Background: an optimization exercise with open tools, aiming at small area. Do not read the settings as production practice. The RTL was checked by simulation tests, not by an equivalence proof against the original design. Power and IR drop assume default switching activity.

==> design.v <==
package definitions;
    parameter POLY   = 10'b1000110011   ;
    typedef enum logic [1:0]{
        RECEIVE_PRBS_0  =   2'b00,
        RECEIVE_PRBS_1  =   2'b01,
        RECEIVE_PRBS_2  =   2'b11,
        RECEIVE_PRBS_3  =   2'b10
    } prbs_state_t;
    typedef enum logic [2:0] {
        ALIGNING        =   3'b000,
        IDLE_B_CHECKING =   3'b001,
        SYNC            =   3'b011,
        UNSTABLE_SYNC   =   3'b010,
        OUT_OF_STEP     =   3'b110
    } sync_state_t;
    typedef enum logic [4:0] {
        IDLEB           =   5'b00000,
        DATA1           =   5'b00001,
        DATA2           =   5'b00011,
        DATA3           =   5'b00010,
        DATA4           =   5'b00110,
        DATA5           =   5'b00111,
        DATA6           =   5'b00101,
        DATA7           =   5'b00100,
        DATA8           =   5'b01100,
        DATA9           =   5'b01101,
        DATA10          =   5'b01111,
        DATA11          =   5'b01110,
        DATA12          =   5'b01010,
        DATA13          =   5'b01011,
        DATA14          =   5'b01001,
        DATA15          =   5'b01000,
        DATA16          =   5'b11000,
        DATA17          =   5'b11001,
        DATA18          =   5'b11011,
        DATA19          =   5'b11010,
        DATA20          =   5'b11110,
        DATA21          =   5'b11111,
        DATA22          =   5'b11101,
        DATA23          =   5'b11100,
        DATA24          =   5'b10100,
        DATA25          =   5'b10101,
        DATA_TAIL       =   5'b10111
    } frame_state_t;
    typedef struct packed {
        logic [1:0] sync_head   ;
        logic [61:0]information ;
    } frame_t;
    typedef struct packed {
        logic [7:0][195:0]   word;
    } valid_data_t;
    typedef struct packed {
        logic [26:1][61:0]   information ;
    } information_t;
    typedef struct packed {
        frame_t  [26:1]      frame       ;
    } packet_t;
endpackage
module block_sync(
    input wire          clk_390p625M        ,
    input wire          rst_n               ,
    input wire   [63:0] data_from_CDR       ,
    input wire   [ 1:0] sync_warning_ctrl   ,
    input wire   [ 7:0] resync_ctrl         ,
    input wire          idle_b_check_result ,
    output logic        block_sync_rdy      ,
    output logic [63:0] data_aligned        ,
    output logic        idle_b_check_en     ,
    output logic        decoder_sync_rdy    ,
    output logic        decoder_sync_warning
);
    definitions::sync_state_t            curr_state              ;
    definitions::sync_state_t            next_state              ;
    logic           [63:0]  dly_data_from_CDR       ;
    wire            [126:0] data_two_cycle          ;
    logic           [63:0]  sync_head_ptr           ;
    logic           [10:0]  sync_head_cnt           ;
    logic                   sync_head_cnt_overflow  ;
    logic           [5:0]   sum_sync_head_ptr       ;
    logic                   alignment               ;
    logic           [63:0]  data_aligned_tmp        ;
    always_ff @( posedge clk_390p625M or negedge rst_n ) begin : delay_input_data
        if(!rst_n)begin
            dly_data_from_CDR <= '0;
        end
        else begin
            dly_data_from_CDR <= data_from_CDR;
        end
    end
    assign data_two_cycle = {data_from_CDR,dly_data_from_CDR[62:0]};
    always_ff @( posedge clk_390p625M or negedge rst_n ) begin : set_ready
        if(!rst_n)begin
            decoder_sync_rdy <= 0;
        end
        else if(curr_state == definitions::SYNC)begin
            decoder_sync_rdy <= 1;
        end
        else begin
            decoder_sync_rdy <= decoder_sync_rdy;
        end
    end
    always_ff @( posedge clk_390p625M or negedge rst_n ) begin : set_warning
        if(!rst_n)begin
            decoder_sync_warning <= 0;
        end
        else if(curr_state == definitions::OUT_OF_STEP)begin
            decoder_sync_warning <= 1;
        end
        else begin
            decoder_sync_warning <= decoder_sync_warning;
        end
    end
    always_ff @( posedge clk_390p625M or negedge rst_n ) begin : set_curr_state
        if(!rst_n)begin
            curr_state <= definitions::ALIGNING;
        end
        else begin
            curr_state <= next_state;
        end
    end
    always_comb begin : set_next_state
        unique case(curr_state)
            definitions::ALIGNING:begin
                block_sync_rdy  = 0;
                idle_b_check_en = 1;
                if(alignment)begin
                    next_state = definitions::IDLE_B_CHECKING;
                end
                else begin
                    next_state = definitions::ALIGNING;
                end
            end
            definitions::IDLE_B_CHECKING:begin
                block_sync_rdy  = 0;
                idle_b_check_en = 1;
                if(idle_b_check_result)begin
                    next_state = definitions::SYNC;
                end
                else begin
                    next_state = definitions::ALIGNING;
                end
            end
            definitions::SYNC:begin
                block_sync_rdy  = 1;
                idle_b_check_en = 0;
                if(data_aligned_tmp[63] ^ data_aligned_tmp[62] == 0)begin
                    next_state = definitions::UNSTABLE_SYNC;
                end
                else begin
                    next_state = definitions::SYNC;
                end
            end
            definitions::UNSTABLE_SYNC:begin
                block_sync_rdy  = 1;
                idle_b_check_en = 0;
                if(sync_head_cnt_overflow)begin
                    next_state = definitions::OUT_OF_STEP;
                end
                else if(data_aligned_tmp[63] ^ data_aligned_tmp[62] == 0)begin
                    next_state = definitions::UNSTABLE_SYNC;
                end
                else begin
                    next_state = definitions::SYNC;
                end
            end
            definitions::OUT_OF_STEP:begin
                block_sync_rdy  = 0;
                idle_b_check_en = 0;
                if(sync_head_cnt_overflow)begin
                    next_state = definitions::SYNC;
                end
                else begin
                    next_state = definitions::OUT_OF_STEP;
                end
            end
            default:begin
                block_sync_rdy  = 0;
                idle_b_check_en = 0;
                next_state = definitions::OUT_OF_STEP;
            end
        endcase
    end
    always_comb begin : detect_1
        integer i;
        for(i = 0;i < 64; i= i + 1)begin:loop
            if(i == 0)      sum_sync_head_ptr = sync_head_ptr[i];
            else            sum_sync_head_ptr = sync_head_ptr[i] + sum_sync_head_ptr;
        end:loop
    end
    always_ff @( posedge clk_390p625M or negedge rst_n ) begin : detect_sync_head
        integer i;
        if(!rst_n)begin
            sync_head_ptr                          <= '1;
            {sync_head_cnt_overflow,sync_head_cnt} <= 1;
            alignment                              <= 0;
        end
        else begin
            unique case(curr_state)
                definitions::ALIGNING:begin
                    if(sync_head_ptr == '0)begin
                        sync_head_ptr                           <= '1   ;
                        {sync_head_cnt_overflow,sync_head_cnt}  <= 1    ;
                        alignment                               <= 0    ;
                    end
                    else if(sync_head_cnt_overflow)begin
                        if(sum_sync_head_ptr != 1)begin
                            sync_head_ptr                           <= '1   ;
                            {sync_head_cnt_overflow,sync_head_cnt}  <= 1    ;
                            alignment                               <= 0    ;
                        end
                        else begin
                            sync_head_ptr                           <= sync_head_ptr    ;
                            sync_head_cnt                           <= 1                ;
                            sync_head_cnt_overflow                  <= 1                ;
                            alignment                               <= 1                ;
                        end
                    end
                    else begin
                        integer i;
                        for(i = 62; i < 126; i = i + 1)begin
                            sync_head_ptr[i-62] <= data_two_cycle[i+1] & (!data_two_cycle[i]) & sync_head_ptr[i-62];
                        end
                        sync_head_cnt[10:6]                         <= 0                                                ;
                        {sync_head_cnt_overflow,sync_head_cnt[5:0]} <= {sync_head_cnt_overflow,sync_head_cnt[5:0]} + 1  ;
                        alignment                                   <= 0                                                ;
                    end
                end
                definitions::IDLE_B_CHECKING:begin
                    if(!idle_b_check_result)begin
                        sync_head_ptr                           <= '1   ;
                        {sync_head_cnt_overflow,sync_head_cnt}  <= 1    ;
                        alignment                               <= 0    ;
                    end
                    else begin
                        sync_head_ptr                           <= sync_head_ptr                            ;
                        {sync_head_cnt_overflow,sync_head_cnt}  <= 1                                        ;
                        alignment                               <= alignment                                ;
                    end
                end
                definitions::SYNC:begin
                    sync_head_ptr                               <= sync_head_ptr                            ;
                    {sync_head_cnt_overflow,sync_head_cnt}      <= 1                                        ;
                    alignment                                   <= alignment                                ;
                end
                definitions::UNSTABLE_SYNC:begin
                    sync_head_ptr                               <= sync_head_ptr                            ;
                    alignment                                   <= 1                                        ;
                    if(sync_head_cnt == {sync_warning_ctrl,1'b0})begin
                        sync_head_cnt_overflow                  <= 1                                        ;
                        sync_head_cnt                           <= 1                                        ;
                    end
                    else begin
                        sync_head_cnt_overflow                  <= 0                                        ;
                        sync_head_cnt                           <= sync_head_cnt + 1                        ;
                    end
                end
                definitions::OUT_OF_STEP:begin
                    if(sync_head_ptr == '0)begin
                        sync_head_ptr                           <= '1   ;
                        {sync_head_cnt_overflow,sync_head_cnt}  <= 1    ;
                        alignment                               <= 0    ;
                    end
                    else if(sync_head_cnt_overflow)begin
                        if(sum_sync_head_ptr != 1)begin
                            sync_head_ptr                           <= '1   ;
                            {sync_head_cnt_overflow,sync_head_cnt}  <= 1    ;
                            alignment                               <= 0    ;
                        end
                        else begin
                            sync_head_ptr                           <= sync_head_ptr    ;
                            sync_head_cnt                           <= 1                ;
                            sync_head_cnt_overflow                  <= 1                ;
                            alignment                               <= 1                ;
                        end
                    end
                    else begin
                        integer i;
                        for(i = 62; i < 126; i = i + 1)begin
                            sync_head_ptr[i-62] <= (data_two_cycle[i+1] ^ data_two_cycle[i]) & sync_head_ptr[i-62];
                        end
                        if(sync_head_cnt == {resync_ctrl,3'b0})begin
                            sync_head_cnt           <= '1   ;
                            sync_head_cnt_overflow  <= 1    ;
                        end
                        else begin
                            sync_head_cnt           <= sync_head_cnt + 1;
                            sync_head_cnt_overflow  <= 0                ;
                        end
                        alignment                   <= 0                ;
                    end
                end
                default:begin
                    if(sync_head_ptr == '0)begin
                        sync_head_ptr                           <= '1   ;
                        {sync_head_cnt_overflow,sync_head_cnt}  <= 1    ;
                        alignment                               <= 0    ;
                    end
                    else if(sync_head_cnt_overflow)begin
                        if(sum_sync_head_ptr != 1)begin
                            sync_head_ptr                           <= '1   ;
                            {sync_head_cnt_overflow,sync_head_cnt}  <= 1    ;
                            alignment                               <= 0    ;
                        end
                        else begin
                            sync_head_ptr                           <= sync_head_ptr    ;
                            sync_head_cnt                           <= 1                ;
                            sync_head_cnt_overflow                  <= 1                ;
                            alignment                               <= 1                ;
                        end
                    end
                    else begin
                        integer i;
                        for(i = 62; i < 126; i = i + 1)begin
                            sync_head_ptr[i-62] <= (data_two_cycle[i+1] ^ data_two_cycle[i]) && sync_head_ptr[i-62];
                        end
                        if(sync_head_cnt == {resync_ctrl,3'b0})begin
                            sync_head_cnt           <= '1   ;
                            sync_head_cnt_overflow  <= 1    ;
                        end
                        else begin
                            sync_head_cnt           <= sync_head_cnt + 1;
                            sync_head_cnt_overflow  <= 0                ;
                        end
                        alignment                   <= 0                ;
                    end
                end
            endcase
        end
    end:detect_sync_head
    always_comb begin : output_aligned_data_tmp
        priority case(1'b1)
            sync_head_ptr[0 ]:data_aligned_tmp = data_two_cycle[63 :0 ];
            sync_head_ptr[1 ]:data_aligned_tmp = data_two_cycle[64 :1 ];
            sync_head_ptr[2 ]:data_aligned_tmp = data_two_cycle[65 :2 ];
            sync_head_ptr[3 ]:data_aligned_tmp = data_two_cycle[66 :3 ];
            sync_head_ptr[4 ]:data_aligned_tmp = data_two_cycle[67 :4 ];
            sync_head_ptr[5 ]:data_aligned_tmp = data_two_cycle[68 :5 ];
            sync_head_ptr[6 ]:data_aligned_tmp = data_two_cycle[69 :6 ];
            sync_head_ptr[7 ]:data_aligned_tmp = data_two_cycle[70 :7 ];
            sync_head_ptr[8 ]:data_aligned_tmp = data_two_cycle[71 :8 ];
            sync_head_ptr[9 ]:data_aligned_tmp = data_two_cycle[72 :9 ];
            sync_head_ptr[10]:data_aligned_tmp = data_two_cycle[73 :10];
            sync_head_ptr[11]:data_aligned_tmp = data_two_cycle[74 :11];
            sync_head_ptr[12]:data_aligned_tmp = data_two_cycle[75 :12];
            sync_head_ptr[13]:data_aligned_tmp = data_two_cycle[76 :13];
            sync_head_ptr[14]:data_aligned_tmp = data_two_cycle[77 :14];
            sync_head_ptr[15]:data_aligned_tmp = data_two_cycle[78 :15];
            sync_head_ptr[16]:data_aligned_tmp = data_two_cycle[79 :16];
            sync_head_ptr[17]:data_aligned_tmp = data_two_cycle[80 :17];
            sync_head_ptr[18]:data_aligned_tmp = data_two_cycle[81 :18];
            sync_head_ptr[19]:data_aligned_tmp = data_two_cycle[82 :19];
            sync_head_ptr[20]:data_aligned_tmp = data_two_cycle[83 :20];
            sync_head_ptr[21]:data_aligned_tmp = data_two_cycle[84 :21];
            sync_head_ptr[22]:data_aligned_tmp = data_two_cycle[85 :22];
            sync_head_ptr[23]:data_aligned_tmp = data_two_cycle[86 :23];
            sync_head_ptr[24]:data_aligned_tmp = data_two_cycle[87 :24];
            sync_head_ptr[25]:data_aligned_tmp = data_two_cycle[88 :25];
            sync_head_ptr[26]:data_aligned_tmp = data_two_cycle[89 :26];
            sync_head_ptr[27]:data_aligned_tmp = data_two_cycle[90 :27];
            sync_head_ptr[28]:data_aligned_tmp = data_two_cycle[91 :28];
            sync_head_ptr[29]:data_aligned_tmp = data_two_cycle[92 :29];
            sync_head_ptr[30]:data_aligned_tmp = data_two_cycle[93 :30];
            sync_head_ptr[31]:data_aligned_tmp = data_two_cycle[94 :31];
            sync_head_ptr[32]:data_aligned_tmp = data_two_cycle[95 :32];
            sync_head_ptr[33]:data_aligned_tmp = data_two_cycle[96 :33];
            sync_head_ptr[34]:data_aligned_tmp = data_two_cycle[97 :34];
            sync_head_ptr[35]:data_aligned_tmp = data_two_cycle[98 :35];
            sync_head_ptr[36]:data_aligned_tmp = data_two_cycle[99 :36];
            sync_head_ptr[37]:data_aligned_tmp = data_two_cycle[100:37];
            sync_head_ptr[38]:data_aligned_tmp = data_two_cycle[101:38];
            sync_head_ptr[39]:data_aligned_tmp = data_two_cycle[102:39];
            sync_head_ptr[40]:data_aligned_tmp = data_two_cycle[103:40];
            sync_head_ptr[41]:data_aligned_tmp = data_two_cycle[104:41];
            sync_head_ptr[42]:data_aligned_tmp = data_two_cycle[105:42];
            sync_head_ptr[43]:data_aligned_tmp = data_two_cycle[106:43];
            sync_head_ptr[44]:data_aligned_tmp = data_two_cycle[107:44];
            sync_head_ptr[45]:data_aligned_tmp = data_two_cycle[108:45];
            sync_head_ptr[46]:data_aligned_tmp = data_two_cycle[109:46];
            sync_head_ptr[47]:data_aligned_tmp = data_two_cycle[110:47];
            sync_head_ptr[48]:data_aligned_tmp = data_two_cycle[111:48];
            sync_head_ptr[49]:data_aligned_tmp = data_two_cycle[112:49];
            sync_head_ptr[50]:data_aligned_tmp = data_two_cycle[113:50];
            sync_head_ptr[51]:data_aligned_tmp = data_two_cycle[114:51];
            sync_head_ptr[52]:data_aligned_tmp = data_two_cycle[115:52];
            sync_head_ptr[53]:data_aligned_tmp = data_two_cycle[116:53];
            sync_head_ptr[54]:data_aligned_tmp = data_two_cycle[117:54];
            sync_head_ptr[55]:data_aligned_tmp = data_two_cycle[118:55];
            sync_head_ptr[56]:data_aligned_tmp = data_two_cycle[119:56];
            sync_head_ptr[57]:data_aligned_tmp = data_two_cycle[120:57];
            sync_head_ptr[58]:data_aligned_tmp = data_two_cycle[121:58];
            sync_head_ptr[59]:data_aligned_tmp = data_two_cycle[122:59];
            sync_head_ptr[60]:data_aligned_tmp = data_two_cycle[123:60];
            sync_head_ptr[61]:data_aligned_tmp = data_two_cycle[124:61];
            sync_head_ptr[62]:data_aligned_tmp = data_two_cycle[125:62];
            sync_head_ptr[63]:data_aligned_tmp = data_two_cycle[126:63];
            default          :data_aligned_tmp = data_two_cycle[126:63];
        endcase
    end
    always_ff @( posedge clk_390p625M or negedge rst_n ) begin : output_data_aligned
        if(!rst_n)begin
            data_aligned <= '0;
        end
        else begin
            data_aligned <= data_aligned_tmp;
        end
    end
endmodule
module descrambler#(
    parameter DATA_WIDTH = 62
)(
    input wire                      clk_390p625M        ,
    input wire                      rst_n               ,
    input wire [0:DATA_WIDTH - 1]   scrambled_data_in   ,
    input wire                      idle_b_check_en     ,
    output logic [DATA_WIDTH - 1:0] unscrambled_data_out,
    output logic                    idle_b_check_result
);
    parameter POLY_WIDTH = 58;
    integer                 i           ;
    logic [POLY_WIDTH-1:0]  poly        ;
    logic [POLY_WIDTH-1:0]  poly_temp   ;
    logic [0:DATA_WIDTH-1]  data_temp   ;
    logic                   xor_bit     ;
    always_comb begin:Descrambling
        poly_temp = poly;
        for(i = 0;i < DATA_WIDTH; i += 1)begin
            xor_bit = scrambled_data_in[i] ^ poly_temp[38] ^ poly_temp[57];
            poly_temp = {poly_temp[POLY_WIDTH-2:0],scrambled_data_in[i]};
            data_temp[i] = xor_bit;
        end
    end:Descrambling
    always_ff @(posedge clk_390p625M or negedge rst_n)begin
        if(!rst_n)begin
            unscrambled_data_out    <= {DATA_WIDTH{1'b0}};
            poly                    <= {POLY_WIDTH{1'b1}};
        end
        else begin
            unscrambled_data_out    <= data_temp    ;
            poly                    <= poly_temp    ;
        end
    end
    always_ff @( posedge clk_390p625M or negedge rst_n ) begin : Check_idle_b
        if(!rst_n)begin
           idle_b_check_result <= 0;
        end
        else if(idle_b_check_en)begin
            if(unscrambled_data_out == {{6'h2C},{7{8'hBC}}})begin
                idle_b_check_result <= 1;
            end
            else begin
                idle_b_check_result <= 0;
            end
        end
        else begin
            idle_b_check_result <= idle_b_check_result;
        end
    end
endmodule
module frame_check(
    input wire              clk_390p625M            ,
    input wire              rst_n                   ,
    input wire [1:0]        sync_head               ,
    input wire [3:0]        packet_tail             ,
	input wire  			block_sync_rdy			,
    output definitions::frame_state_t    curr_state              ,
    output logic [29:0]     packet_count            ,
    output logic            packet_count_overflow   ,
    output logic            packet_wrong			,
	output logic 			dly_data_tail_flag
);
    definitions::frame_state_t           next_state          ;
	logic 					data_tail_flag 		;
	always_ff @( posedge clk_390p625M or negedge rst_n ) begin : delay_tail_flag
		if(!rst_n)begin
			dly_data_tail_flag <= 0;
		end
		else begin
			dly_data_tail_flag <= data_tail_flag;
		end
	end
    always_ff @( posedge clk_390p625M or negedge rst_n ) begin : set_curr_state
        if(!rst_n)begin
            curr_state <= definitions::IDLEB;
        end
        else begin
            curr_state <= next_state;
        end
    end
    always_comb begin : set_next_state
		if(!block_sync_rdy)begin
			next_state 		= definitions::IDLEB	;
			packet_wrong 	= 0		;
			data_tail_flag 	= 0		;
		end
		else begin
			data_tail_flag = 0;
        	unique case(curr_state)
        	    definitions::IDLEB:begin
        	        if(sync_head == 2'b01)begin
						next_state 		= definitions::DATA1	;
						packet_wrong 	= 0		;
					end
        	        else begin
						next_state		= definitions::IDLEB	;
						packet_wrong	= 0		;
					end
        	    end
        	    definitions::DATA1:begin
	    	        if(sync_head == 2'b10 && packet_tail == 4'b0011)begin
        	    		next_state      =   definitions::DATA_TAIL   ;
        	    		packet_wrong    =   1           ;
        	    	end
        	    	else begin
        	    		next_state      =   definitions::DATA2		;
        	    		packet_wrong    =   0           ;
        	    	end
        	    end
        	    definitions::DATA2:begin
        	    	if(sync_head == 2'b10 && packet_tail == 4'b0011)begin
        	    		next_state      =   definitions::DATA_TAIL   ;
        	    		packet_wrong    =   1           ;
        	    	end
        	    	else begin
        	    		next_state      =   definitions::DATA3		;
        	    		packet_wrong    =   0           ;
        	    	end
        	    end
        	    definitions::DATA3:begin
        	    	if(sync_head == 2'b10 && packet_tail == 4'b0011)begin
        	    		next_state      =   definitions::DATA_TAIL   ;
        	    		packet_wrong    =   1           ;
        	    	end
        	    	else begin
        	    		next_state      =   definitions::DATA4		;
        	    		packet_wrong    =   0           ;
        	    	end
        	    end
        	    definitions::DATA4:begin
        	    	if(sync_head == 2'b10 && packet_tail == 4'b0011)begin
        	    		next_state      =   definitions::DATA_TAIL   ;
        	    		packet_wrong    =   1           ;
        	    	end
        	    	else begin
        	    		next_state      =   definitions::DATA5		;
        	    		packet_wrong    =   0           ;
        	    	end
        	    end
        	    definitions::DATA5:begin
        	    	if(sync_head == 2'b10 && packet_tail == 4'b0011)begin
        	    		next_state      =   definitions::DATA_TAIL   ;
        	    		packet_wrong    =   1           ;
        	    	end
        	    	else begin
        	    		next_state      =   definitions::DATA6		;
        	    		packet_wrong    =   0           ;
        	    	end
        	    end
        	    definitions::DATA6:begin
        	    	if(sync_head == 2'b10 && packet_tail == 4'b0011)begin
        	    		next_state      =   definitions::DATA_TAIL   ;
        	    		packet_wrong    =   1           ;
        	    	end
        	    	else begin
        	    		next_state      =   definitions::DATA7		;
        	    		packet_wrong    =   0           ;
        	    	end
        	    end
        	    definitions::DATA7:begin
        	    	if(sync_head == 2'b10 && packet_tail == 4'b0011)begin
        	    		next_state      =   definitions::DATA_TAIL   ;
        	    		packet_wrong    =   1           ;
        	    	end
        	    	else begin
        	    		next_state      =   definitions::DATA8		;
        	    		packet_wrong    =   0           ;
        	    	end
        	    end
        	    definitions::DATA8:begin
        	    	if(sync_head == 2'b10 && packet_tail == 4'b0011)begin
        	    		next_state      =   definitions::DATA_TAIL   ;
        	    		packet_wrong    =   1           ;
        	    	end
        	    	else begin
        	    		next_state      =   definitions::DATA9		;
        	    		packet_wrong    =   0           ;
        	    	end
        	    end
        	    definitions::DATA9:begin
        	    	if(sync_head == 2'b10 && packet_tail == 4'b0011)begin
        	    		next_state      =   definitions::DATA_TAIL   ;
        	    		packet_wrong    =   1           ;
        	    	end
        	    	else begin
        	    		next_state      =   definitions::DATA10		;
        	    		packet_wrong    =   0           ;
        	    	end
        	    end
        	    definitions::DATA10:begin
        	    	if(sync_head == 2'b10 && packet_tail == 4'b0011)begin
        	    		next_state      =   definitions::DATA_TAIL   ;
        	    		packet_wrong    =   1           ;
        	    	end
        	    	else begin
        	    		next_state      =   definitions::DATA11		;
        	    		packet_wrong    =   0           ;
        	    	end
        	    end
        	    definitions::DATA11:begin
        	    	if(sync_head == 2'b10 && packet_tail == 4'b0011)begin
        	    		next_state      =   definitions::DATA_TAIL   ;
        	    		packet_wrong    =   1           ;
        	    	end
        	    	else begin
        	    		next_state      =   definitions::DATA12		;
        	    		packet_wrong    =   0           ;
        	    	end
        	    end
        	    definitions::DATA12:begin
        	    	if(sync_head == 2'b10 && packet_tail == 4'b0011)begin
        	    		next_state      =   definitions::DATA_TAIL   ;
        	    		packet_wrong    =   1           ;
        	    	end
        	    	else begin
        	    		next_state      =   definitions::DATA13		;
        	    		packet_wrong    =   0           ;
        	    	end
        	    end
        	    definitions::DATA13:begin
        	    	if(sync_head == 2'b10 && packet_tail == 4'b0011)begin
        	    		next_state      =   definitions::DATA_TAIL   ;
        	    		packet_wrong    =   1           ;
        	    	end
        	    	else begin
        	    		next_state      =   definitions::DATA14		;
        	    		packet_wrong    =   0           ;
        	    	end
        	    end
        	    definitions::DATA14:begin
        	    	if(sync_head == 2'b10 && packet_tail == 4'b0011)begin
        	    		next_state      =   definitions::DATA_TAIL   ;
        	    		packet_wrong    =   1           ;
        	    	end
        	    	else begin
        	    		next_state      =   definitions::DATA15		;
        	    		packet_wrong    =   0           ;
        	    	end
        	    end
        	    definitions::DATA15:begin
        	    	if(sync_head == 2'b10 && packet_tail == 4'b0011)begin
        	    		next_state      =   definitions::DATA_TAIL   ;
        	    		packet_wrong    =   1           ;
        	    	end
        	    	else begin
        	    		next_state      =   definitions::DATA16		;
        	    		packet_wrong    =   0           ;
        	    	end
        	    end
        	    definitions::DATA16:begin
        	    	if(sync_head == 2'b10 && packet_tail == 4'b0011)begin
        	    		next_state      =   definitions::DATA_TAIL   ;
        	    		packet_wrong    =   1           ;
        	    	end
        	    	else begin
        	    		next_state      =   definitions::DATA17		;
        	    		packet_wrong    =   0           ;
        	    	end
        	    end
        	    definitions::DATA17:begin
        	    	if(sync_head == 2'b10 && packet_tail == 4'b0011)begin
        	    		next_state      =   definitions::DATA_TAIL   ;
        	    		packet_wrong    =   1           ;
        	    	end
        	    	else begin
        	    		next_state      =   definitions::DATA18		;
        	    		packet_wrong    =   0           ;
        	    	end
        	    end
        	    definitions::DATA18:begin
        	    	if(sync_head == 2'b10 && packet_tail == 4'b0011)begin
        	    		next_state      =   definitions::DATA_TAIL   ;
        	    		packet_wrong    =   1           ;
        	    	end
        	    	else begin
        	    		next_state      =   definitions::DATA19		;
        	    		packet_wrong    =   0           ;
        	    	end
        	    end
        	    definitions::DATA19:begin
        	    	if(sync_head == 2'b10 && packet_tail == 4'b0011)begin
        	    		next_state      =   definitions::DATA_TAIL   ;
        	    		packet_wrong    =   1           ;
        	    	end
        	    	else begin
        	    		next_state      =   definitions::DATA20		;
        	    		packet_wrong    =   0           ;
        	    	end
        	    end
        	    definitions::DATA20:begin
        	    	if(sync_head == 2'b10 && packet_tail == 4'b0011)begin
        	    		next_state      =   definitions::DATA_TAIL   ;
        	    		packet_wrong    =   1           ;
        	    	end
        	    	else begin
        	    		next_state      =   definitions::DATA21		;
        	    		packet_wrong    =   0           ;
        	    	end
        	    end
        	    definitions::DATA21:begin
        	    	if(sync_head == 2'b10 && packet_tail == 4'b0011)begin
        	    		next_state      =   definitions::DATA_TAIL   ;
        	    		packet_wrong    =   1           ;
        	    	end
        	    	else begin
        	    		next_state      =   definitions::DATA22		;
        	    		packet_wrong    =   0           ;
        	    	end
        	    end
        	    definitions::DATA22:begin
        	    	if(sync_head == 2'b10 && packet_tail == 4'b0011)begin
        	    		next_state      =   definitions::DATA_TAIL   ;
        	    		packet_wrong    =   1           ;
        	    	end
        	    	else begin
        	    		next_state      =   definitions::DATA23		;
        	    		packet_wrong    =   0           ;
        	    	end
        	    end
        	    definitions::DATA23:begin
        	    	if(sync_head == 2'b10 && packet_tail == 4'b0011)begin
        	    		next_state      =   definitions::DATA_TAIL   ;
        	    		packet_wrong    =   1           ;
        	    	end
        	    	else begin
        	    		next_state      =   definitions::DATA24		;
        	    		packet_wrong    =   0           ;
        	    	end
        	    end
        	    definitions::DATA24:begin
        	    	if(sync_head == 2'b10 && packet_tail == 4'b0011)begin
        	    		next_state      =   definitions::DATA_TAIL   ;
        	    		packet_wrong    =   1           ;
        	    	end
        	    	else begin
        	    		next_state      =   definitions::DATA25		;
        	    		packet_wrong    =   0           ;
        	    	end
        	    end
        	    definitions::DATA25:begin
        	    	if(sync_head == 2'b10 && packet_tail == 4'b0011)begin
        	    		next_state      =   definitions::DATA_TAIL   ;
        	    		packet_wrong    =   0           ;
        	    	end
        	    	else begin
        	    		next_state      =   definitions::DATA_TAIL   ;
        	    		packet_wrong    =   1           ;
        	    	end
        	    end
        	    definitions::DATA_TAIL:begin
					data_tail_flag = 1;
        	        if(sync_head == 2'b10)begin
        	            if(packet_tail == 4'b0011)begin
        	                next_state  =   definitions::DATA_TAIL   ;
        	                packet_wrong=   1           ;
        	            end
        	            else begin
        	                next_state  =   definitions::IDLEB       ;
        	                packet_wrong=   0           ;
        	            end
        	        end
        	        else if(sync_head == 2'b01)begin
        	            next_state      = definitions::DATA1         ;
        	            packet_wrong    = 0             ;
        	        end
        	        else begin
        	            next_state      = definitions::IDLEB         ;
        	            packet_wrong    = 1             ;
        	        end
        	    end
        	    default:begin
        	        next_state      = definitions::IDLEB         ;
        	        packet_wrong    = 0             ;
        	    end
        	endcase
		end
    end
    always_ff @( posedge clk_390p625M or negedge rst_n ) begin : count_error_frame
        if(!rst_n)begin
            {packet_count_overflow,packet_count} <= 1;
        end
        else if(curr_state == definitions::DATA1)begin
            if(packet_count_overflow)begin
                {packet_count_overflow,packet_count} <= 1;
            end
            else begin
                {packet_count_overflow,packet_count} <= {packet_count_overflow,packet_count} + 1;
            end
        end
        else begin
            {packet_count_overflow,packet_count} <= {packet_count_overflow,packet_count};
        end
    end
endmodule
module crc10_15bit (
    input wire [14:0]   data_in ,
    input wire [9:0]    lfsr_q  ,
    output wire [9:0]   crc_out
);
    logic [9:0]   lfsr_c;
    assign crc_out = lfsr_c;
    always_comb begin
        lfsr_c[0] = lfsr_q[4] ^ data_in[0] ^ data_in[1] ^ data_in[2] ^ data_in[3] ^ data_in[4]  ^ data_in[9] ;
        lfsr_c[1] = lfsr_q[0] ^ lfsr_q[4]  ^ lfsr_q[5]  ^ data_in[0] ^ data_in[5] ^ data_in[9]  ^ data_in[10];
        lfsr_c[2] = lfsr_q[1] ^ lfsr_q[5]  ^ lfsr_q[6]  ^ data_in[1] ^ data_in[6] ^ data_in[10] ^ data_in[11];
        lfsr_c[3] = lfsr_q[2] ^ lfsr_q[6]  ^ lfsr_q[7]  ^ data_in[2] ^ data_in[7] ^ data_in[11] ^ data_in[12];
        lfsr_c[4] = lfsr_q[3] ^ lfsr_q[4]  ^ lfsr_q[7]  ^ lfsr_q[8]  ^ data_in[0] ^ data_in[1]  ^ data_in[2] ^ data_in[4]  ^ data_in[8]  ^ data_in[9] ^ data_in[12] ^ data_in[13];
        lfsr_c[5] = lfsr_q[0] ^ lfsr_q[5]  ^ lfsr_q[8]  ^ lfsr_q[9]  ^ data_in[0] ^ data_in[4]  ^ data_in[5] ^ data_in[10] ^ data_in[13] ^ data_in[14];
        lfsr_c[6] = lfsr_q[0] ^ lfsr_q[1]  ^ lfsr_q[6]  ^ lfsr_q[9]  ^ data_in[1] ^ data_in[5]  ^ data_in[6] ^ data_in[11] ^ data_in[14] ;
        lfsr_c[7] = lfsr_q[1] ^ lfsr_q[2]  ^ lfsr_q[7]  ^ data_in[2] ^ data_in[6] ^ data_in[7]  ^ data_in[12];
        lfsr_c[8] = lfsr_q[2] ^ lfsr_q[3]  ^ lfsr_q[8]  ^ data_in[3] ^ data_in[7] ^ data_in[8]  ^ data_in[13];
        lfsr_c[9] = lfsr_q[3] ^ lfsr_q[9]  ^ data_in[0] ^ data_in[1] ^ data_in[2] ^ data_in[3]  ^ data_in[8] ^ data_in[14] ;
    end
endmodule
module crc10_16bit (
    input wire [15:0]   data_in ,
    input wire [9:0]    lfsr_q  ,
    output wire [9:0]    crc_out
);
    logic [9:0]   lfsr_c  ;
    assign crc_out = lfsr_c;
    always_comb begin
        lfsr_c[0] = lfsr_q[3] ^ lfsr_q[9] ^ data_in[0] ^ data_in[1] ^ data_in[2] ^ data_in[3]  ^ data_in[4]  ^ data_in[9]  ^ data_in[15] ;
        lfsr_c[1] = lfsr_q[3] ^ lfsr_q[4] ^ lfsr_q[9]  ^ data_in[0] ^ data_in[5] ^ data_in[9]  ^ data_in[10] ^ data_in[15] ;
        lfsr_c[2] = lfsr_q[0] ^ lfsr_q[4] ^ lfsr_q[5]  ^ data_in[1] ^ data_in[6] ^ data_in[10] ^ data_in[11] ;
        lfsr_c[3] = lfsr_q[1] ^ lfsr_q[5] ^ lfsr_q[6]  ^ data_in[2] ^ data_in[7] ^ data_in[11] ^ data_in[12] ;
        lfsr_c[4] = lfsr_q[2] ^ lfsr_q[3] ^ lfsr_q[6]  ^ lfsr_q[7]  ^ lfsr_q[9]  ^ data_in[0]  ^ data_in[1]  ^ data_in[2]  ^ data_in[4]  ^ data_in[8]  ^ data_in[9] ^ data_in[12] ^ data_in[13] ^ data_in[15];
        lfsr_c[5] = lfsr_q[4] ^ lfsr_q[7] ^ lfsr_q[8]  ^ lfsr_q[9]  ^ data_in[0] ^ data_in[4]  ^ data_in[5]  ^ data_in[10] ^ data_in[13] ^ data_in[14] ^ data_in[15];
        lfsr_c[6] = lfsr_q[0] ^ lfsr_q[5] ^ lfsr_q[8]  ^ lfsr_q[9]  ^ data_in[1] ^ data_in[5]  ^ data_in[6]  ^ data_in[11] ^ data_in[14] ^ data_in[15] ;
        lfsr_c[7] = lfsr_q[0] ^ lfsr_q[1] ^ lfsr_q[6]  ^ lfsr_q[9]  ^ data_in[2] ^ data_in[6]  ^ data_in[7]  ^ data_in[12] ^ data_in[15] ;
        lfsr_c[8] = lfsr_q[1] ^ lfsr_q[2] ^ lfsr_q[7]  ^ data_in[3] ^ data_in[7] ^ data_in[8]  ^ data_in[13] ;
        lfsr_c[9] = lfsr_q[2] ^ lfsr_q[8] ^ lfsr_q[9]  ^ data_in[0] ^ data_in[1] ^ data_in[2]  ^ data_in[3]  ^ data_in[8]  ^ data_in[14] ^ data_in[15] ;
    end
endmodule
module crc10(
    input wire          clk_390p625M            ,
    input wire          rst_n                   ,
    input wire [61:0]   crc10_data_in           ,
    input definitions::frame_state_t frame_state             ,
    input wire          packet_count_overflow   ,
    output reg [21:0]   error_packet_cnt        ,
    output reg          check_result
);
    logic [9:0]         group1_lfsr_q ;
    logic [9:0]         group2_lfsr_q ;
    logic [9:0]         group3_lfsr_q ;
    logic [9:0]         group4_lfsr_q ;
    wire  [9:0]         group1_crc_out;
    wire  [9:0]         group2_crc_out;
    wire  [9:0]         group3_crc_out;
    wire  [9:0]         group4_crc_out;
    wire  [14:0]        group1_data_in;
    wire  [15:0]        group2_data_in;
    wire  [14:0]        group3_data_in;
    wire  [15:0]        group4_data_in;
    logic               delay_frame_tail_flag   ;
    wire                crc10_en                ;
    wire                frame_tail_flag         ;
    assign crc10_en       = (frame_state == definitions::IDLEB)?     (1'b0):(1'b1);
    assign frame_tail_flag= (frame_state == definitions::DATA_TAIL)? (1'b1):(1'b0);
    assign group1_data_in = {frame_tail_flag}?          (crc10_data_in[61:47]                            ):(crc10_data_in[61:47]);
    assign group2_data_in = {frame_tail_flag}?          ({crc10_data_in[46:44],crc10_data_in[33:24],3'b0}):(crc10_data_in[46:31]);
    assign group3_data_in = {frame_tail_flag}?          ({crc10_data_in[23:14],5'b0}                     ):(crc10_data_in[30:16]);
    assign group4_data_in = {frame_tail_flag}?          ({crc10_data_in[13: 4],6'b0}                     ):(crc10_data_in[15: 0]);
    always_ff @( posedge clk_390p625M or negedge rst_n ) begin
        if(!rst_n)begin
            delay_frame_tail_flag <= 1'b0;
        end
        else begin
            delay_frame_tail_flag <= frame_tail_flag;
        end
    end
    always_ff @( posedge clk_390p625M or negedge rst_n ) begin
        if(!rst_n)begin
            group1_lfsr_q <= '0;
            group2_lfsr_q <= '0;
            group3_lfsr_q <= '0;
            group4_lfsr_q <= '0;
        end
        else if(frame_tail_flag)begin
            group1_lfsr_q <= '0  ;
            group2_lfsr_q <= '0  ;
            group3_lfsr_q <= '0  ;
            group4_lfsr_q <= '0  ;
        end
        else if(crc10_en)begin
            group1_lfsr_q <= group1_crc_out ;
            group2_lfsr_q <= group2_crc_out ;
            group3_lfsr_q <= group3_crc_out ;
            group4_lfsr_q <= group4_crc_out ;
        end
        else begin
            group1_lfsr_q <= '0  ;
            group2_lfsr_q <= '0  ;
            group3_lfsr_q <= '0  ;
            group4_lfsr_q <= '0  ;
        end
    end
    crc10_15bit group1_crc10_15bit(
        .data_in  ( group1_data_in  ),
        .lfsr_q   ( group1_lfsr_q   ),
        .crc_out  ( group1_crc_out  )
    );
    crc10_16bit group2_crc10_16bit(
        .data_in  ( group2_data_in  ),
        .lfsr_q   ( group2_lfsr_q   ),
        .crc_out  ( group2_crc_out  )
    );
    crc10_15bit group3_crc10_15bit(
        .data_in  ( group3_data_in  ),
        .lfsr_q   ( group3_lfsr_q   ),
        .crc_out  ( group3_crc_out  )
    );
    crc10_16bit group4_crc10_16bit(
        .data_in  ( group4_data_in  ),
        .lfsr_q   ( group4_lfsr_q   ),
        .crc_out  ( group4_crc_out  )
    );
    always_ff @( posedge clk_390p625M or negedge rst_n ) begin
        if(!rst_n)begin
            check_result        <= '1   ;
        end
        else if(frame_tail_flag)begin
            if(group1_crc_out != crc10_data_in[43:34])begin
                check_result        <= '0   ;
            end
            else if(group2_crc_out != '0)begin
                check_result        <= '0   ;
            end
            else if(group3_crc_out != '0)begin
                check_result        <= '0   ;
            end
            else if(group4_crc_out != '0)begin
                check_result        <= '0   ;
            end
            else begin
                check_result        <= 1    ;
            end
        end
        else begin
            check_result        <= check_result     ;
        end
    end
    always_ff @( posedge clk_390p625M or negedge rst_n ) begin
        if(!rst_n)begin
            error_packet_cnt    <= '0   ;
        end
        else if(packet_count_overflow)begin
            error_packet_cnt <= '0;
        end
        else if(frame_tail_flag)begin
            if(group1_crc_out != crc10_data_in[43:34])begin
                if(error_packet_cnt == '1)begin
                    error_packet_cnt <= '1;
                end
                else begin
                    error_packet_cnt <= error_packet_cnt + 1;
                end
            end
            else if(group2_crc_out != '0)begin
                if(error_packet_cnt == '1)begin
                    error_packet_cnt <= '1;
                end
                else begin
                    error_packet_cnt <= error_packet_cnt + 1;
                end
            end
            else if(group3_crc_out != '0)begin
                if(error_packet_cnt == '1)begin
                    error_packet_cnt <= '1;
                end
                else begin
                    error_packet_cnt <= error_packet_cnt + 1;
                end
            end
            else if(group4_crc_out != '0)begin
                if(error_packet_cnt == '1)begin
                    error_packet_cnt <= '1;
                end
                else begin
                    error_packet_cnt <= error_packet_cnt + 1;
                end
            end
            else begin
                error_packet_cnt    <= error_packet_cnt;
            end
        end
        else begin
            error_packet_cnt    <= error_packet_cnt ;
        end
    end
endmodule
module deserializer(
    input wire                  clk_390p625M        ,
    input wire                  rst_n               ,
    input wire [61:0]           unscrambled_data    ,
    input definitions::frame_state_t         frame_state         ,
    input wire                  dly_data_tail_flag  ,
    output logic [8:1][195:0]   data_1568bit
);
    logic [1567:0]      data_1568bit_temp       ;
    always_ff @( posedge clk_390p625M or negedge rst_n ) begin : stitch_data
        if(!rst_n)begin
            data_1568bit_temp <= '1;
        end
        else begin
            case(frame_state)
                definitions::IDLEB  :    data_1568bit_temp <= data_1568bit_temp;
                definitions::DATA1  :    data_1568bit_temp <= {unscrambled_data,data_1568bit_temp[1505:0]};
                definitions::DATA2  :    data_1568bit_temp <= {data_1568bit_temp[1567:1506],unscrambled_data,data_1568bit_temp[1443:0]};
                definitions::DATA3  :    data_1568bit_temp <= {data_1568bit_temp[1567:1444],unscrambled_data,data_1568bit_temp[1381:0]};
                definitions::DATA4  :    data_1568bit_temp <= {data_1568bit_temp[1567:1372],unscrambled_data,data_1568bit_temp[1309:0]};
                definitions::DATA5  :    data_1568bit_temp <= {data_1568bit_temp[1567:1310],unscrambled_data,data_1568bit_temp[1247:0]};
                definitions::DATA6  :    data_1568bit_temp <= {data_1568bit_temp[1567:1248],unscrambled_data,data_1568bit_temp[1185:0]};
                definitions::DATA7  :    data_1568bit_temp <= {data_1568bit_temp[1567:1176],unscrambled_data,data_1568bit_temp[1113:0]};
                definitions::DATA8  :    data_1568bit_temp <= {data_1568bit_temp[1567:1114],unscrambled_data,data_1568bit_temp[1051:0]};
                definitions::DATA9  :    data_1568bit_temp <= {data_1568bit_temp[1567:1052],unscrambled_data,data_1568bit_temp[989 :0]};
                definitions::DATA10 :    data_1568bit_temp <= {data_1568bit_temp[1567:980 ],unscrambled_data,data_1568bit_temp[917 :0]};
                definitions::DATA11 :    data_1568bit_temp <= {data_1568bit_temp[1567:918 ],unscrambled_data,data_1568bit_temp[855 :0]};
                definitions::DATA12 :    data_1568bit_temp <= {data_1568bit_temp[1567:856 ],unscrambled_data,data_1568bit_temp[793 :0]};
                definitions::DATA13 :    data_1568bit_temp <= {data_1568bit_temp[1567:784 ],unscrambled_data,data_1568bit_temp[721 :0]};
                definitions::DATA14 :    data_1568bit_temp <= {data_1568bit_temp[1567:722 ],unscrambled_data,data_1568bit_temp[659 :0]};
                definitions::DATA15 :    data_1568bit_temp <= {data_1568bit_temp[1567:660 ],unscrambled_data,data_1568bit_temp[597 :0]};
                definitions::DATA16 :    data_1568bit_temp <= {data_1568bit_temp[1567:588 ],unscrambled_data,data_1568bit_temp[525 :0]};
                definitions::DATA17 :    data_1568bit_temp <= {data_1568bit_temp[1567:526 ],unscrambled_data,data_1568bit_temp[463 :0]};
                definitions::DATA18 :    data_1568bit_temp <= {data_1568bit_temp[1567:464 ],unscrambled_data,data_1568bit_temp[401 :0]};
                definitions::DATA19 :    data_1568bit_temp <= {data_1568bit_temp[1567:392 ],unscrambled_data,data_1568bit_temp[329 :0]};
                definitions::DATA20 :    data_1568bit_temp <= {data_1568bit_temp[1567:330 ],unscrambled_data,data_1568bit_temp[267 :0]};
                definitions::DATA21 :    data_1568bit_temp <= {data_1568bit_temp[1567:268 ],unscrambled_data,data_1568bit_temp[205 :0]};
                definitions::DATA22 :    data_1568bit_temp <= {data_1568bit_temp[1567:196 ],unscrambled_data,data_1568bit_temp[133 :0]};
                definitions::DATA23 :    data_1568bit_temp <= {data_1568bit_temp[1567:134 ],unscrambled_data,data_1568bit_temp[71  :0]};
                definitions::DATA24 :    data_1568bit_temp <= {data_1568bit_temp[1567:72  ],unscrambled_data,data_1568bit_temp[9   :0]};
                definitions::DATA25 :begin
                    data_1568bit_temp[1381:1372]    <= unscrambled_data[61:52];
                    data_1568bit_temp[1185:1176]    <= unscrambled_data[51:42];
                    data_1568bit_temp[989 :980 ]    <= unscrambled_data[41:32];
                    data_1568bit_temp[793 :784 ]    <= unscrambled_data[31:22];
                    data_1568bit_temp[597 :588 ]    <= unscrambled_data[21:12];
                    data_1568bit_temp[401 :392 ]    <= unscrambled_data[11:2 ];
                    data_1568bit_temp[205 :204 ]    <= unscrambled_data[1 :0 ];
                end
                definitions::DATA_TAIL:begin
                    data_1568bit_temp[203 :196 ]    <= unscrambled_data[61:54];
                    data_1568bit_temp[9   :0   ]    <= unscrambled_data[53:44];
                end
                default:data_1568bit_temp = data_1568bit_temp;
            endcase
        end
    end : stitch_data
    always_ff @( posedge clk_390p625M or negedge rst_n ) begin : output_stitched_data
        if(!rst_n)begin
            data_1568bit <= '1;
        end
        else if(dly_data_tail_flag)begin
            data_1568bit[8] <= data_1568bit_temp[1567:1372];
            data_1568bit[7] <= data_1568bit_temp[1371:1176];
            data_1568bit[6] <= data_1568bit_temp[1175:980 ];
            data_1568bit[5] <= data_1568bit_temp[979 :784 ];
            data_1568bit[4] <= data_1568bit_temp[783 :588 ];
            data_1568bit[3] <= data_1568bit_temp[587 :392 ];
            data_1568bit[2] <= data_1568bit_temp[391 :196 ];
            data_1568bit[1] <= data_1568bit_temp[195 :0   ];
        end
    end
endmodule
module Decoder(
    input wire              clk_390p625M        ,
    input wire              rst_n               ,
    input wire [63:0]       data_from_CDR       ,
    input wire [ 1:0]       sync_warning_ctrl   ,
    input wire [ 7:0]       resync_ctrl         ,
    input wire              monitor_EN          ,
    output logic            prbs31_sync_ready   ,
    output logic [9:0]      error_bit_count     ,
    output logic            decoder_sync_ready  ,
    output logic            decoder_sync_warning,
    output logic [1567:0]   data_1568bit        ,
    output logic [29:0]     packet_count        ,
    output logic [21:0]     error_packet_count  ,
    output logic            crc10_check_result
);
    wire            idle_b_check_result     ;
    wire            block_sync_rdy          ;
    wire [63:0]     data_aligned            ;
    wire            idle_b_check_en         ;
    wire [61:0]     unscrambled_data        ;
    wire            packet_count_overflow   ;
    wire            packet_wrong            ;
    wire            dly_data_tail_flag      ;
    logic [1:0]     sync_head               ;
    definitions::frame_state_t   frame_state             ;
    logic [61:0]    delay_unscrambled_data  ;
    assign prbs31_sync_ready = 1'b0;
    assign error_bit_count   = '0;
    always_ff @( posedge clk_390p625M or negedge rst_n ) begin
        if(!rst_n)begin
            sync_head <= '0;
            delay_unscrambled_data <= '0;
        end
        else begin
            sync_head <= data_aligned[63:62];
            delay_unscrambled_data <= unscrambled_data;
        end
    end
block_sync u_block_sync(
    .clk_390p625M            ( clk_390p625M            ),
    .rst_n                   ( rst_n                   ),
    .data_from_CDR           ( data_from_CDR           ),
    .sync_warning_ctrl       ( sync_warning_ctrl       ),
    .resync_ctrl             ( resync_ctrl             ),
    .idle_b_check_result     ( idle_b_check_result     ),
    .block_sync_rdy          ( block_sync_rdy          ),
    .data_aligned            ( data_aligned            ),
    .idle_b_check_en         ( idle_b_check_en         ),
    .decoder_sync_rdy        ( decoder_sync_ready      ),
    .decoder_sync_warning    ( decoder_sync_warning    )
);
descrambler#(
    .DATA_WIDTH                  ( 62 )
)u_descrambler(
    .clk_390p625M                ( clk_390p625M                ),
    .rst_n                       ( rst_n                       ),
    .scrambled_data_in           ( data_aligned[61:0]          ),
    .idle_b_check_en             ( idle_b_check_en             ),
    .unscrambled_data_out        ( unscrambled_data            ),
    .idle_b_check_result         ( idle_b_check_result         )
);
frame_check u_frame_check(
    .clk_390p625M                 ( clk_390p625M                 ),
    .rst_n                        ( rst_n                        ),
    .sync_head                    ( sync_head                    ),
    .packet_tail                  ( unscrambled_data[3:0]        ),
    .block_sync_rdy               ( block_sync_rdy               ),
    .curr_state                   ( frame_state                  ),
    .packet_count                 ( packet_count                 ),
    .packet_count_overflow        ( packet_count_overflow        ),
    .packet_wrong                 ( packet_wrong                 ),
    .dly_data_tail_flag           ( dly_data_tail_flag           )
);
crc10 u_crc10(
    .clk_390p625M               ( clk_390p625M               ),
    .rst_n                      ( rst_n                      ),
    .crc10_data_in              ( delay_unscrambled_data     ),
    .frame_state                ( frame_state                ),
    .packet_count_overflow      ( packet_count_overflow      ),
    .error_packet_cnt           ( error_packet_count         ),
    .check_result               ( crc10_check_result         )
);
deserializer u_deserializer(
    .clk_390p625M               ( clk_390p625M               ),
    .rst_n                      ( rst_n                      ),
    .unscrambled_data           ( delay_unscrambled_data     ),
    .frame_state                ( frame_state                ),
    .dly_data_tail_flag         ( dly_data_tail_flag         ),
    .data_1568bit               ( data_1568bit               )
);
endmodule
==> run.sh <==
#!/bin/bash
# synth_recipe.tcl (not shown) runs the flow's synth.tcl, then flattens the netlist and writes it again
# the make line also repeats each setting of config.mk as NAME=value (left out here)
make -C /OpenROAD-flow-scripts/flow DESIGN_CONFIG=/design/flow/config.mk WORK_HOME=/design/flow/orfs CLKGATE_MAP_FILE= SYNTH_SCRIPT=/design/flow/synth_recipe.tcl finish
==> config.mk <==
export PLATFORM = sky130hd
export DESIGN_NAME = Decoder
export DESIGN_NICKNAME = Decoder
export VERILOG_FILES = /design/flow/design.v
export SDC_FILE = /design/flow/constraint.sdc
export NUM_CORES = 8
export LEC_CHECK = 0
export CAP_MARGIN = 20
export CORE_MARGIN = 2
export CORE_UTILIZATION = 30
export PLACE_DENSITY = 0.4
export SLEW_MARGIN = 20
==> constraint.sdc <==
create_clock -name core_clock -period 8.5 [get_ports {clk_390p625M}]
set_input_delay 1.7000 -clock core_clock [delete_from_list [all_inputs] [get_ports {clk_390p625M}]]
set_output_delay 1.7000 -clock core_clock [all_outputs]
set_load 0.01 [all_outputs]
==> results_dict.tcl <==
set metrics [dict create \
    path_clk_slew_ns 0.06 \
    crit_type "reg2reg" \
    cts_tree "done" \
    clockRootBuffer "clkbuf_16" \
    p_int_mw 33.7 \
    num-nets-final 15900 \
    grt_pass1_vias 136000 \
    postSynthCellCount 14600 \
    worst-path-max-fanout 8 \
    grt_pass1_wl_um 1300000 \
    p_sw_frac 0.399 \
    hold_violations 0 \
    holdBufCountCts 0 \
    min_period_ns 8.11 \
    p_clk_frac 0.323 \
    setup.worst_path.start "u_block_sync.sync_head_ptr[0]" \
    cts_sinks 3630 \
    drc 0 \
    drive_gt1_frac 0.493 \
    finalClockSkew_ns 0.0765 \
    wl_per_cell_um 40.3 \
    setup_tns_ns 0 \
    clock_latency_ns 1.03 \
    core_area_mm2 0.589 \
    yosys_warnings 8 \
    startpoint_type "register" \
    synthArstFlopShare 1.00 \
    worst_slew_pin_slew_ns 1.31 \
    ant_nets 0 \
    first_pass_iters 12 \
    die_h_um 773 \
    final-setup-viol-count 0 \
    num_rows 282 \
    p_per_area_mw_per_mm2 258 \
    drv_cap 0 \
    die_area_mm2 0.597 \
    arrival_ns 8.96 \
    synthFlopType "dfstp_2" \
    rsz0062_at_grt "false" \
    ff_latch_area_mm2 0.0951 \
    dieWidth_um 773 \
    p_leak_nw 84.3 \
    vias 143000 \
    htreeDepth 5 \
    slew-limit-headroom 0.106 \
    r2r_start "u_block_sync.sync_head_ptr[0]" \
    ir_drop_v 0.000216 \
    viasPerCell 5.99 \
    p_switching_mw 22.4 \
    globalplace.congestion 1.01 \
    grt_use_total 0.309 \
    grt_overflow_total 0 \
    port_buffers 1698 \
    preCtsSetupSlack_ns 0.0836 \
    ctsLongestPathBuffers 4 \
    power_frac_seq 0.357 \
    synth_area_per_cell_um2 12.1 \
    drtIter0Drc 19200 \
    status "timing/DRC/antenna clean" \
    fmax_ghz 0.123 \
    endpoint_kind "register" \
    dp_hpwl_um 649000 \
    area_growth_pct 22.6 \
    ys_seq_area_frac 0.535 \
    setup_slack_ns 0.388 \
    num_io_pins 1711 \
    yosysUniqueCellTypes 90 \
    antenna_found_initial 101 \
    reg2regPathDepth 24 \
    r2r_slack_ns 0.39 \
    multi_input_area_mm2 0.0757 \
    fin_crit_sh 0.954 \
    fillers 57700 \
    holdWs_ns 0.371 \
    slew_viol_final 0 \
    hold_class "reg2reg" \
    r2r_end "u_block_sync.sync_head_ptr[57]" \
    p_comb_frac 0.320 \
    cp-endpoint "u_block_sync.sync_head_ptr[57]" \
    cts_made_buffers 421 \
    ys_ff_latch 3630 \
    crit_required_ns 9.35 \
    start_util 0.301 \
    synth_area_mm2 0.177 \
    grt_max_degree 161 \
    wl_um 963000 \
    synth-edff-count 0 \
]
-- routing by layer --
layer	GRT usage	part of all wire	up-vias
met5	0.00223	0.00033	-
met4	0.143	0.063	38
met3	0.0953	0.095	2948
li1	-	-	56600
met1	0.375	0.38	74300
met2	0.502	0.46	9192
-- cell type report --
| type | instances | area share |
|---|---|---|
| inverters | 229 | 0.00395 |
| clock buffers | 660 | 0.0576 |
| multi-input cells | 9092 | 0.348 |
| flip-flops and latches | 3630 | 0.437 |
| diodes | 55 | 0.000633 |
| clock inverters | 96 | 0.00534 |
| well taps | 7810 | 0.0450 |
| repair buffers | 2326 | 0.102 |
-- through the flow --
stage | utilization | total power, mW | cell area (um2) | std cells
floorplan | - | 28.0 | 177000 | 14600
global placement | 0.345 | 37.3 | 203000 | 23100
detailed placement | 0.345 | 37.2 | 203000 | 23100
CTS | 0.368 | 55.7 | 217000 | 23800
global route | 0.369 | 57.7 | 217000 | 23800
finish | 0.369 | 56.1 | 217000 | 23900
-- layout by cell type (no fill, tap or decap), types with 81 or more instances in the layout --
| cell type | netlist | layout |
|---|---|---|
| a211oi_1 | 199 | 199 |
| mux2_2 | 3133 | 3133 |
| o22ai_1 | 238 | 238 |
| a22oi_1 | 206 | 206 |
| a221o_1 | 157 | 157 |
| clkbuf_1 | 1386 | 134 |
| xnor2_1 | 246 | 246 |
| clkdlybuf4s50_1 | 0 | 1665 |
| o211ai_1 | 177 | 177 |
| nand2_1 | 649 | 629 |
| o221ai_1 | 314 | 313 |
| inv_1 | 196 | 191 |
| a21oi_1 | 705 | 703 |
| nor2_1 | 484 | 457 |
| xor2_1 | 81 | 81 |
| ha_1 | 82 | 82 |
| nand3_1 | 123 | 122 |
| dfrtp_1 | 369 | 289 |
| clkbuf_16 | 0 | 425 |
| buf_4 | 16 | 574 |
| nor3_1 | 117 | 111 |
| o21ai_0 | 601 | 597 |
| a221oi_1 | 513 | 513 |
| dfstp_2 | 3261 | 3258 |
| clkbuf_8 | 0 | 101 |
-- cell usage after synthesis (117+ instances only) --
library cell / n / share of area
a211oi_1: 199 / 0.0084
inv_1: 196 / 0.0041
dfstp_2: 3261 / 0.48
nor2_1: 484 / 0.010
o21ai_0: 601 / 0.017
a221o_1: 157 / 0.0089
o211ai_1: 177 / 0.0075
a22oi_1: 206 / 0.0087
nand3_1: 123 / 0.0035
nand2_1: 649 / 0.014
mux2_2: 3133 / 0.20
clkbuf_1: 1386 / 0.029
xnor2_1: 246 / 0.012
dfrtp_1: 369 / 0.052
nor3_1: 117 / 0.0033
buf_1: 246 / 0.0052
o22ai_1: 238 / 0.0084
o221ai_1: 314 / 0.016
a21oi_1: 705 / 0.020
a221oi_1: 513 / 0.025
-- flip-flops by register name, summed over array words and instances, names as in the netlist, 5 cells and up --
register / cells
u_deserializer.data_1568bit: 1568
u_deserializer.data_1568bit_temp: 1568
u_block_sync.data_aligned: 64
u_block_sync.sync_head_ptr: 64
u_block_sync.dly_data_from_CDR: 63
delay_unscrambled_data: 62
u_descrambler.unscrambled_data_out: 62
u_descrambler.poly: 58
u_frame_check.packet_count: 30
u_crc10.error_packet_cnt: 22
u_block_sync.sync_head_cnt: 11
u_crc10.group1_lfsr_q: 10
u_crc10.group2_lfsr_q: 10
u_crc10.group3_lfsr_q: 10
u_crc10.group4_lfsr_q: 10
u_frame_check.curr_state: 5
-- power by group through the flow --
| stage | clock network [mW] | registers [mW] | logic (mW) |
|---|---|---|---|
| 2_1_floorplan | 0 | 18.8 | 9.17 |
| 4_1_cts | 18.7 | 20.1 | 16.9 |
| 6_report | 18.1 | 20.1 | 17.9 |
| 5_1_grt | 19.3 | 20.1 | 18.2 |
| 3_5_place_dp | 0 | 20.4 | 16.8 |
| 3_3_place_gp | 0 | 20.4 | 16.9 |
-- how the worst min path moves through the flow --
stage | startpoint | endpoint | slack, ns | cells past startpoint
3_3_place_gp | u_descrambler.unscrambled_data_out[37] | delay_unscrambled_data[37] | 0.36 | 0
2_1_floorplan | u_block_sync.data_aligned[62] | sync_head[0] | 0.33 | 0
5_1_grt | u_descrambler.unscrambled_data_out[13] | delay_unscrambled_data[13] | 0.38 | 0
4_1_cts | u_descrambler.unscrambled_data_out[37] | delay_unscrambled_data[37] | 0.37 | 0
3_5_place_dp | u_descrambler.unscrambled_data_out[37] | delay_unscrambled_data[37] | 0.36 | 0
6_report | u_descrambler.unscrambled_data_out[38] | delay_unscrambled_data[38] | 0.37 | 0
-- cell families after synthesis --
kind of cell             after synthesis  share of synthesized area
adder cells (fa/ha/maj)              136                     0.0119
other                                  1                  0.0000211
XOR/XNOR                             347                     0.0187
AND/OR/NAND/NOR                     1773                     0.0458
AO/OA/AOI/OAI                       3626                      0.145
buffers and inverters               1905                     0.0410
multiplexers                        3198                      0.203
flip-flops                          3630                      0.535
-- what timing repair did --
action                                  4_1_cts  5_1_grt
gates resized for setup                       0        2
endpoints found under the setup margin        0       63
setup buffers                                 0        1
-- worst max-delay path: stages, from the launching register on --
cell and delay, ns:
dfstp_2 0.55, inv_1 0.06, ha_1 0.27, inv_1 0.05
fa_1 0.58, inv_1 0.07, fa_1 0.55, fa_1 0.53
fa_1 0.52, fa_1 0.53, fa_1 0.54, inv_1 0.05
fa_1 0.50, fa_1 0.52, fa_1 0.46, buf_4 0.14
inv_1 0.05, fa_1 0.40, nor3_1 0.31, o2111ai_1 0.25
o32a_2 0.50, nor2b_4 0.18, buf_4 0.22, nor2_1 0.10
a21oi_1 0.05

## static timing again, ports no longer ideal
In the flow no input, the clock included, has a driving cell. The finished layout below was timed again as built, in two steps. Step 1 (the two cells are an assumption about what drives the block):
set clk [get_ports {clk_390p625M}]
set_driving_cell -lib_cell sky130_fd_sc_hd__clkbuf_16 $clk
set_driving_cell -lib_cell sky130_fd_sc_hd__buf_2 [delete_from_list [all_inputs] $clk]
Step 2 moves the port delays by t, midway between the first and last clock arrival at a register: inputs arrive t later, outputs are due t later. That takes back most of the time a late clock gives input paths. Slacks: ideal / step 1 / step 2; pairs: ideal / step 1.
t, ns: 1.139
slack for setup (ns): 0.388 / 0.388 / 0.388
hold slack, ns: 0.371 / 0.371 / 0.371
After both steps setup and hold are still met in this run. For this run, drivers alone change the setup slack by 0.000 ns; drivers and shift together by 0.000 ns.
